Source: an optimization exercise on an open RTL-to-GDS flow (aim: small area and a short achievable clock period). Production flows keep margins and buffers that such runs may drop.
At most, simulation tests tie the RTL to the original design; equivalence was not proved.
Power and IR drop assume default switching activity.

Setup of build 90:
## microprocessor
module microprocessor(
	input wire clk,
	input wire clr,
	input wire step,
	input wire [15:0] instruction,
	output wire [15:0] pc_out,
	output reg wb_en,
	output reg [3:0] wb_addr,
	output wire [15:0] wb_data,
	output reg st_en,
	output reg [1:0] st_addr,
	output reg [15:0] st_data
);
Size in the first run: ~430 flip-flops, roughly 75 I/O pins, about 20,000 um^2 of cells after synthesis.
export LEC_CHECK = 0
export CAP_MARGIN = 20
export CORE_MARGIN = 2
export CORE_UTILIZATION = 45
export CTS_CLUSTER_DIAMETER = 80
export CTS_CLUSTER_SIZE = 20
export PLACE_DENSITY = 0.75
export SETUP_SLACK_MARGIN = 5
export SLEW_MARGIN = 20
export SYNTH_HIERARCHICAL = 1
create_clock -name core_clock -period 10.5 [get_ports {clk}]
standard.sh (not shown) runs the stock make flow with config.mk's settings and CLKGATE_MAP_FILE= SYNTH_SCRIPT=/design/flow/synth_recipe.tcl, a recipe that flattens the netlist after the stock synthesis.
==> flow/flow/run.sh <==
#!/bin/bash
# Own layout flow: the standard flow (standard.sh, the standard synthesis
# script and ORFS) with a few extra ORFS settings:
#  - the port buffers are sky130_fd_sc_hd__buf_4 instead of the resizer's default
#    choice (a slow delay cell);
#  - repair_timing aims for a larger setup margin.
# Each step's full output goes to a log file in the work folder.
set -euo pipefail
W=$(pwd)
X=("BUFFER_PORTS_ARGS=-buffer_cell sky130_fd_sc_hd__buf_4")
if [[ -f flow/extra.txt ]]; then
  while IFS= read -r line; do
    [[ -z "$line" || "$line" == \#* ]] && continue
    X+=("$line")
  done < flow/extra.txt
fi
printf '%s\n' "${X[@]}" > "$W/flow_settings.log"
bash standard.sh "${X[@]}" synth > "$W/flow_synth.log" 2>&1
bash standard.sh "${X[@]}" finish > "$W/flow_layout.log" 2>&1
test -f out/final.def
==> flow/flow/extra.txt <==
SETUP_SLACK_MARGIN=6.2
TNS_END_PERCENT=100
Input-level comparison between build 3 and build 90:
==> flow/flow/extra.txt <==
SETUP_SLACK_MARGIN=6.3
TNS_END_PERCENT=100
-- flow/config.mk --
<<< build 90, line 9
export CORE_MARGIN = 2
export CORE_UTILIZATION = 45
export CTS_CLUSTER_DIAMETER = 80
>>> build 3, line 9
export CORE_MARGIN = 2
export CORE_UTILIZATION = 40
export CTS_CLUSTER_DIAMETER = 80
==> run summary <==
Looking at the reports, build 3 completed the entire flow and the layout it produced met the timing, DRC and antenna checks. Compare build 3 and build 90 | number of post-CTS setup repair buffers higher: build 3. On build 3: total power is 47 uW higher than what build 90 gave. Diff build 90 -> build 3: part of the power in the clock network neither gained nor lost much; final instance count without filler cells picked up an extra about 4.6%; final number of setup-violating endpoints neither gained nor lost much; starting utilization of the core area lost 5.2 points. NOTE: count of clock-buffer cells in the layout in build 3 falls short of that of build 90. Going from build 90 to build 3, height of the die +about 6%, final setup slack of the worst path moved up, sequential power barely changed, global-route wire length before repair +0.57%.
For build 97, these inputs were changed with respect to build 3:
==> flow/flow/extra.txt <==
SETUP_SLACK_MARGIN=6.1
TNS_END_PERCENT=100
[summary]
- Build 3 has higher instance count on the critical path than build 97.
- Build 97 ended up with sky130_fd_sc_hd__dfxtp_1 as its cell with the largest stage delay on the worst path; build 3 ended up with sky130_fd_sc_hd__mux4_2.
- Met3 track utilization from global routing | build 97 above build 3
- When build 97 is measured against build 3, its worst slack after detailed placement turns out 0.051 ns higher.
[inputs] build 31 vs build 97
==> flow/flow/extra.txt <==
SETUP_SLACK_MARGIN=6.2
TNS_END_PERCENT=50
[summary]
- Changes observed in build 31 relative to build 97: multi-input logic area now sits at about the same level; fmax essentially unchanged.
- Maximum number of pins on one net before global-route repair, build 31 vs build 97: down slightly
- Proportion of total power due to net switching: build 31 vs build 97 up 0.18 points
- Reported for build 97 and build 31, area after synthesis turned out identical to the last digit.
- Part of the total power dissipated in combinational logic on build 31 is up relative to build 97.
- met1 usage ended up 0.33 points higher on build 31 than on build 97.
- Build 97 has a higher share of power burned in the clock network than build 31.
Edits applied to the flow inputs when going from build 31 to build 87:
==> flow/flow/extra.txt <==
SETUP_SLACK_MARGIN=6.0
TNS_END_PERCENT=100
## What came out
Taking build 31 as the reference, in build 87 standard cell area after detailed placement barely changed; detailed-route wire length now sits lower; floorplan row count essentially unchanged; global placer's final weighted congestion grew by about 4%. Comparing build 87 and build 31, the higher core utilization is on build 31. Cell count was lower in the run labelled build 31. Looking at build 87 and build 31, the fraction of power consumed by the clock network is a wash. In build 87, the final critical-path required period came out 0.0099 ns below the value in build 31. Final design area excluding fillers (higher): build 31.
Changes in build 2 relative to build 87:
==> flow/flow/extra.txt <==
SETUP_SLACK_MARGIN=6.2
TNS_END_PERCENT=100
Findings:
- From build 87 to build 2 the numbers moved as follows: first-pass GRT wire length grew by 2.2%; maximum cell stage delay along the critical path grew by 0.04 ns.
- Comparing build 87 and build 2, the higher share of power burned in combinational logic was measured on build 2.
- Build 2: full flow OK, the timing, DRC and antenna checks passed

---

Another version of the RTL of microprocessor (not shown whole).
Size: ~1,400 cells after synthesis, ~75 I/O pins, about 21,000 um^2 of cells after synthesis.
Settings: LEC_CHECK=0, CAP_MARGIN=20, CORE_MARGIN=2, CORE_UTILIZATION=40, CTS_BUF_LIST=sky130_fd_sc_hd__clkbuf_8, SETUP_SLACK_MARGIN=5, SLEW_MARGIN=20, SYNTH_HIERARCHICAL=1; clock period 10.5 ns.
==> flow/flow/extra.txt <==
SETUP_SLACK_MARGIN=6.0
TNS_END_PERCENT=10
Scripts as last shown in full above: flow/flow/run.sh
The baseline finished with timing, DRC and antenna clean.
==> next run, changes <==
==> flow/flow/extra.txt (replaced) <==
SETUP_SLACK_MARGIN=6.0
The changed run completed with no timing, DRC or antenna violations.
Combinational power is about the same.
Non-clock buffer count came out higher by 10.
Via count is about the same.
Critical path depth does not change.
Setup slack gets better by 59 ps.
Worst hold slack improves by 41 ps.
Clock power rose by about 4%.
Wire length decreases by 0.60%.
Sequential cell count stays the same.
==> next run, changes <==
--- a/flow/config.mk
+++ b/flow/config.mk
@@ -8,5 +8,5 @@
 export CAP_MARGIN = 20
 export CORE_MARGIN = 2
-export CORE_UTILIZATION = 40
+export CORE_UTILIZATION = 50
 export CTS_BUF_LIST = sky130_fd_sc_hd__clkbuf_8
 export SETUP_SLACK_MARGIN = 5
What happened: Design area rose by 0.55%. Synthesized area stays the same. Non-clock buffer count rose by 5. Combinational power rose by about 5%.
==> next run, changes <==
==> flow/flow/extra.txt (replaced) <==
SETUP_SLACK_MARGIN=5.8
--- a/flow/config.mk
+++ b/flow/config.mk
@@ -8,5 +8,5 @@
 export CAP_MARGIN = 20
 export CORE_MARGIN = 2
-export CORE_UTILIZATION = 50
+export CORE_UTILIZATION = 40
 export CTS_BUF_LIST = sky130_fd_sc_hd__clkbuf_8
 export SETUP_SLACK_MARGIN = 5
The changed run finished clean.
Combinational power went down by about 6%.
Synthesized area does not change.
Maximum frequency went down by 2.0%.
Flip-flop and latch count stays the same.
Synthesized cell count is unchanged.
Design area is about the same.

---

The RTL this note starts from:
==> flow/design.v <==
`timescale 1ns / 1ps
module ALU(
	input wire [15:0] A,
	input wire [15:0] B,
	input wire [3:0] op,
	output wire [7:0] lo,
	output wire c8,
	output wire [7:0] hi0,
	output wire [7:0] hi1,
	output wire [15:0] logic_res,
	output wire neq
);
	wire sub = op[2];
	wire [15:0] x = A ^ {16{sub}};
	wire [15:0] p = B ^ x;
	wire [15:0] g = B & x;
	wire [7:0] gl0 = {g[7:1], g[0] | (p[0] & sub)};
	wire [7:0] pl0 = {p[7:1], 1'b0};
	wire [7:0] gh0 = g[15:8];
	wire [7:0] ph0 = p[15:8];
	wire [7:0] gl1, pl1, gl2, pl2, gl3, gh1, ph1, gh2, ph2, gh3, ph3;
	genvar i;
	generate
		for (i = 0; i < 8; i = i + 1) begin : ks
			if (i >= 1) begin : a1
				assign gl1[i] = gl0[i] | (pl0[i] & gl0[i-1]);
				assign pl1[i] = pl0[i] & pl0[i-1];
				assign gh1[i] = gh0[i] | (ph0[i] & gh0[i-1]);
				assign ph1[i] = ph0[i] & ph0[i-1];
			end else begin : b1
				assign gl1[i] = gl0[i];
				assign pl1[i] = pl0[i];
				assign gh1[i] = gh0[i];
				assign ph1[i] = ph0[i];
			end
			if (i >= 2) begin : a2
				assign gl2[i] = gl1[i] | (pl1[i] & gl1[i-2]);
				assign pl2[i] = pl1[i] & pl1[i-2];
				assign gh2[i] = gh1[i] | (ph1[i] & gh1[i-2]);
				assign ph2[i] = ph1[i] & ph1[i-2];
			end else begin : b2
				assign gl2[i] = gl1[i];
				assign pl2[i] = pl1[i];
				assign gh2[i] = gh1[i];
				assign ph2[i] = ph1[i];
			end
			if (i >= 4) begin : a3
				assign gl3[i] = gl2[i] | (pl2[i] & gl2[i-4]);
				assign gh3[i] = gh2[i] | (ph2[i] & gh2[i-4]);
				assign ph3[i] = ph2[i] & ph2[i-4];
			end else begin : b3
				assign gl3[i] = gl2[i];
				assign gh3[i] = gh2[i];
				assign ph3[i] = ph2[i];
			end
		end
	endgenerate
	assign lo = p[7:0] ^ {gl3[6:0], sub};
	assign c8 = gl3[7];
	assign hi0 = p[15:8] ^ {gh3[6:0], 1'b0};
	assign hi1 = p[15:8] ^ {gh3[6:0] | ph3[6:0], 1'b1};
	assign logic_res = op[0] ? (B | A) : (B & A);
	assign neq = (B != A);
endmodule
`timescale 1ns / 1ps
module program_counter(
	input wire [15:0] pc,
	input wire [15:0] instruction,
	input wire step,
	input wire clr,
	output wire [15:0] d_nt,
	output wire [15:0] d_br
);
	wire [15:0] pc_inc = pc + 16'd1;
	wire is_j = (instruction[15:12] == 4'd15);
	assign d_nt = clr ? 16'd0 : !step ? pc :
	              is_j ? {pc_inc[15:12], instruction[11:0]} : pc_inc;
	assign d_br = pc_inc + {{12{instruction[3]}}, instruction[3:0]};
endmodule
`timescale 1ns / 1ps
module register_file(
	input wire [255:0] R,
	input wire [3:0] addr,
	output wire [15:0] data
);
	assign data = R[16*addr +: 16];
endmodule
`timescale 1ns / 1ps
module microprocessor(
	input wire clk,
	input wire clr,
	input wire step,
	input wire [15:0] instruction,
	output wire [15:0] pc_out,
	output reg wb_en,
	output reg [3:0] wb_addr,
	output wire [15:0] wb_data,
	output reg st_en,
	output reg [1:0] st_addr,
	output reg [15:0] st_data
);
	wire [3:0] op = instruction[15:12];
	wire [3:0] ra = instruction[11:8];
	wire [3:0] rb = instruction[7:4];
	wire [3:0] rc = instruction[3:0];
	reg [255:0] R;           
	reg [63:0] M;            
	reg [7:0] q_lo, q_hi0, q_hi1;
	reg q_c8;
	reg [15:0] q_logic;
	reg q_lw, q_log, q_slt, q_taken;
	reg [1:0] q_laddr;
	reg [15:0] pc_nt, pc_br;
	genvar gi;
	wire [7:0] hi = q_c8 ? q_hi1 : q_hi0;
	wire [15:0] res = q_lw ? M[16*q_laddr +: 16] :
	                  q_log ? q_logic :
	                  q_slt ? {15'd0, hi[7]} : {hi, q_lo};
	assign wb_data = res;
	wire [15:0] pc = q_taken ? pc_br : pc_nt;
	assign pc_out = pc;
	wire [15:0] r_wdata = res & {16{~clr}};
	generate
		for (gi = 0; gi < 16; gi = gi + 1) begin : rf
			wire en = clr | (wb_en & (wb_addr == gi));
			always @(posedge clk)
				if (en) R[16*gi +: 16] <= r_wdata;
		end
	endgenerate
	wire [63:0] m_init = {16'd0, 16'd5, 16'd22, 16'd1};
	generate
		for (gi = 0; gi < 4; gi = gi + 1) begin : dm
			wire en = clr | (st_en & (st_addr == gi));
			always @(posedge clk)
				if (en) M[16*gi +: 16] <= clr ? m_init[16*gi +: 16] : st_data;
		end
	endgenerate
	wire [15:0] Ar, Br;
	register_file read_a (.R(R), .addr(ra), .data(Ar));
	register_file read_b (.R(R), .addr(rb), .data(Br));
	wire [15:0] A = (wb_en && wb_addr == ra) ? res : Ar;
	wire [15:0] B = (wb_en && wb_addr == rb) ? res : Br;
	wire [7:0] lo, hi0, hi1;
	wire c8, neq;
	wire [15:0] logic_res;
	ALU alu0 (.A(A), .B(B), .op(op), .lo(lo), .c8(c8), .hi0(hi0), .hi1(hi1),
	          .logic_res(logic_res), .neq(neq));
	wire is_lw = (op == 4'd8);
	wire wr = step & ((op[3:1] == 3'b000) | (op == 4'd2) | (op[3:1] == 3'b011) | is_lw);
	wire st = step & (op == 4'd10);
	wire [1:0] maddr = B[1:0] + rc[1:0];
	wire [15:0] d_nt, d_br;
	program_counter pc0 (.pc(pc), .instruction(instruction), .step(step), .clr(clr),
	                     .d_nt(d_nt), .d_br(d_br));
	always @(posedge clk) begin
		if (clr) begin
			wb_en <= 1'b0;
			st_en <= 1'b0;
			q_taken <= 1'b0;
		end else begin
			wb_en <= wr;
			st_en <= st;
			q_taken <= step & (op == 4'd14) & neq;
		end
		pc_nt <= d_nt;
		pc_br <= d_br;
		q_lo <= lo;
		q_c8 <= c8;
		q_hi0 <= hi0;
		q_hi1 <= hi1;
		q_logic <= logic_res;
		q_lw <= is_lw;
		q_log <= (op[3:1] == 3'b000);
		q_slt <= (op == 4'd7);
		q_laddr <= maddr;
		wb_addr <= is_lw ? rb : rc;
		st_addr <= maddr;
		st_data <= B;
	end
endmodule
Settings: LEC_CHECK=0, CAP_MARGIN=20, CORE_MARGIN=2, CORE_UTILIZATION=40, CTS_BUF_LIST=sky130_fd_sc_hd__clkbuf_8, SETUP_SLACK_MARGIN=5, SLEW_MARGIN=20, SYNTH_HIERARCHICAL=1; clock period 10.5 ns.
==> flow/flow/extra.txt <==
SETUP_SLACK_MARGIN=6.3
Scripts as last shown in full above: flow/flow/run.sh
Edit:
--- a/flow/flow/run.sh
+++ b/flow/flow/run.sh
@@ -4 +4 @@
-#  - the port buffers are sky130_fd_sc_hd__buf_4 instead of the resizer's default
+#  - the port buffers are sky130_fd_sc_hd__buf_1 instead of the resizer's default
@@ -10 +10 @@
-X=("BUFFER_PORTS_ARGS=-buffer_cell sky130_fd_sc_hd__buf_4")
+X=("BUFFER_PORTS_ARGS=-buffer_cell sky130_fd_sc_hd__buf_1")
==> flow/flow/extra.txt (replaced) <==
SETUP_SLACK_MARGIN=6.0
The new run ran to the end with no violations.
Utilization fell by 2.2 points.
Via count fell by about 2%.
Cell count fell by about 1%.
Sequential power is about the same.
Synthesized area stays the same.
Edit:
--- a/flow/flow/run.sh
+++ b/flow/flow/run.sh
@@ -4 +4 @@
-#  - the port buffers are sky130_fd_sc_hd__buf_1 instead of the resizer's default
+#  - the port buffers are sky130_fd_sc_hd__buf_4 instead of the resizer's default
@@ -10 +10 @@
-X=("BUFFER_PORTS_ARGS=-buffer_cell sky130_fd_sc_hd__buf_1")
+X=("BUFFER_PORTS_ARGS=-buffer_cell sky130_fd_sc_hd__buf_4")
Result: The new run went through all stages and came out clean. Sequential share of layout area is about the same. Fmax goes down slightly. Total power goes up slightly. Critical path depth goes down by 2. Core utilization hardly moves. Die area is unchanged. Count of clock-buffer cells in the layout goes up by 3. Area after synthesis stays the same. Cell area hardly moves. Synthesized cell count stays the same.
No functional check of the RTL was part of any run of this note.

---

microprocessor with an RTL version that a note above also has.
Size in the first run: about 420 flip-flops, ~75 I/O pins, ~0.021 mm² of cells after synthesis.
## microprocessor
module microprocessor(
	input wire clk,
	input wire clr,
	input wire step,
	input wire [15:0] instruction,
	output wire [15:0] pc_out,
	output reg wb_en,
	output reg [3:0] wb_addr,
	output wire [15:0] wb_data,
	output reg st_en,
	output reg [1:0] st_addr,
	output reg [15:0] st_data
);
Settings: LEC_CHECK=0, CAP_MARGIN=20, CORE_MARGIN=2, CORE_UTILIZATION=40, CTS_BUF_LIST=sky130_fd_sc_hd__clkbuf_8, SETUP_SLACK_MARGIN=5, SLEW_MARGIN=20, SYNTH_HIERARCHICAL=1; clock period 10.5 ns.
==> flow/flow/run.sh <==
#!/bin/bash
# Own layout flow: the standard flow (standard.sh, the standard synthesis
# script and ORFS) with a few extra ORFS settings:
#  - the port buffers are sky130_fd_sc_hd__buf_4 instead of the resizer's default
#    choice (a slow delay cell);
#  - repair_timing aims for a larger setup margin.
# Each step's full output goes to a log file in the work folder.
set -euo pipefail
W=$(pwd)
X=("BUFFER_PORTS_ARGS=-buffer_cell sky130_fd_sc_hd__buf_4")
if [[ -f flow/extra.txt ]]; then
  while IFS= read -r line; do
    [[ -z "$line" || "$line" == \#* ]] && continue
    X+=("$line")
  done < flow/extra.txt
fi
printf '%s\n' "${X[@]}" > "$W/flow_settings.log"
bash standard.sh "${X[@]}" synth > "$W/flow_synth.log" 2>&1
bash standard.sh "${X[@]}" finish > "$W/flow_layout.log" 2>&1
test -f out/final.def
==> flow/flow/extra.txt <==
SETUP_SLACK_MARGIN=6.2
TNS_END_PERCENT=10
The first run produced a clean layout.
Rerun with:
==> flow/flow/extra.txt (replaced) <==
SETUP_SLACK_MARGIN=6.2
The changed run completed without violations.
Clock power came out lower by about 4%.
Worst setup slack is worse by 9.3 ps.
Power came out higher by 0.86%.
Via count came out higher by 0.63%.
Cell area came out higher by 2.5%.
Sequential cell count does not change.
Clock-buffer cell count came out higher by 3.
Routed wire length came out higher by 1.6%.
Clock skew hardly moves.
Rerun with:
==> flow/flow/extra.txt (replaced) <==
SETUP_SLACK_MARGIN=6.0
- CTS_BUF_LIST: sky130_fd_sc_hd__clkbuf_8 -> sky130_fd_sc_hd__clkbuf_4
Power goes down slightly. Global-route usage came out lower by 0.59 points. Non-clock buffer count came out lower by 48. Design area drops by a few percent. Die area is unchanged. Synthesized area stays the same. Fmax decreases slightly. Via count decreases slightly.
Rerun with:
==> flow/flow/extra.txt (replaced) <==
SETUP_SLACK_MARGIN=5.5
- CTS_BUF_LIST: sky130_fd_sc_hd__clkbuf_4 -> sky130_fd_sc_hd__clkbuf_8
What happened:
- utilization drops by 1.2 points
- register-to-register slack is worse by 310 ps
- setup slack is worse by 300 ps
- routed wire length drops by 3.9%
- non-clock buffer count drops by 14
- total power drops by 3.8%
- sequential cell count does not change
- synthesized cell count stays the same
- fmax drops by 6.2%
- via count drops by 4.1%
- clock skew drops by 19 ps

afterwards: timing with drivers on the ports:
In the flow no input, the clock included, has a driving cell. The finished layouts below were timed again as built, in two steps.
Step 1: set_driving_cell puts a clkbuf_16 on clk and a buf_2 on each other input, an assumption about the parent block.
Step 2 moves the port delays by t, midway between the first and last clock arrival at a register: inputs arrive t later, outputs are due t later. That takes back most of the time a late clock gives input paths.
a / b / c = ideal / step 1 / step 2; a / b = the first two.
run	t, ns	slack for setup (ns)	worst data-port slew with drivers (ns)
build 90	0.634	6.149 / 6.025 / 5.391	0.22
build 3	0.631	6.226 / 6.060 / 5.429	0.23
build 97	0.633	6.080 / 5.999 / 5.367	0.23
build 31	0.635	6.069 / 5.968 / 5.333	0.22
build 87	0.605	6.079 / 5.928 / 5.324	0.21
build 2	0.619	6.179 / 6.014 / 5.395	0.22
the first run of note 2	0.678	5.943 / 5.819 / 5.141	0.23
the second run of note 2	0.683	6.003 / 5.883 / 5.199	0.22
the third run of note 2	0.667	5.944 / 5.840 / 5.173	0.16
the fourth run of note 2	0.682	5.852 / 5.736 / 5.054	0.21
the first run of note 3	0.682	6.070 / 5.806 / 5.124	0.35
the second run of note 3	0.682	5.938 / 5.834 / 5.152	0.20
the third run of note 3	0.667	5.912 / 5.746 / 5.080	0.26
the first run of note 4	0.683	6.015 / 5.842 / 5.159	0.25
the second run of note 4	0.673	6.006 / 5.813 / 5.141	0.26
the third run of note 4	0.867	5.965 / 5.856 / 4.989	0.22
the fourth run of note 4	0.674	5.665 / 5.581 / 4.907	0.21
After both steps setup and hold are still met in every run listed. The setup slack of the third run of note 4, which loses most, moves by -0.109 ns with the drivers and by -0.976 ns with both steps.
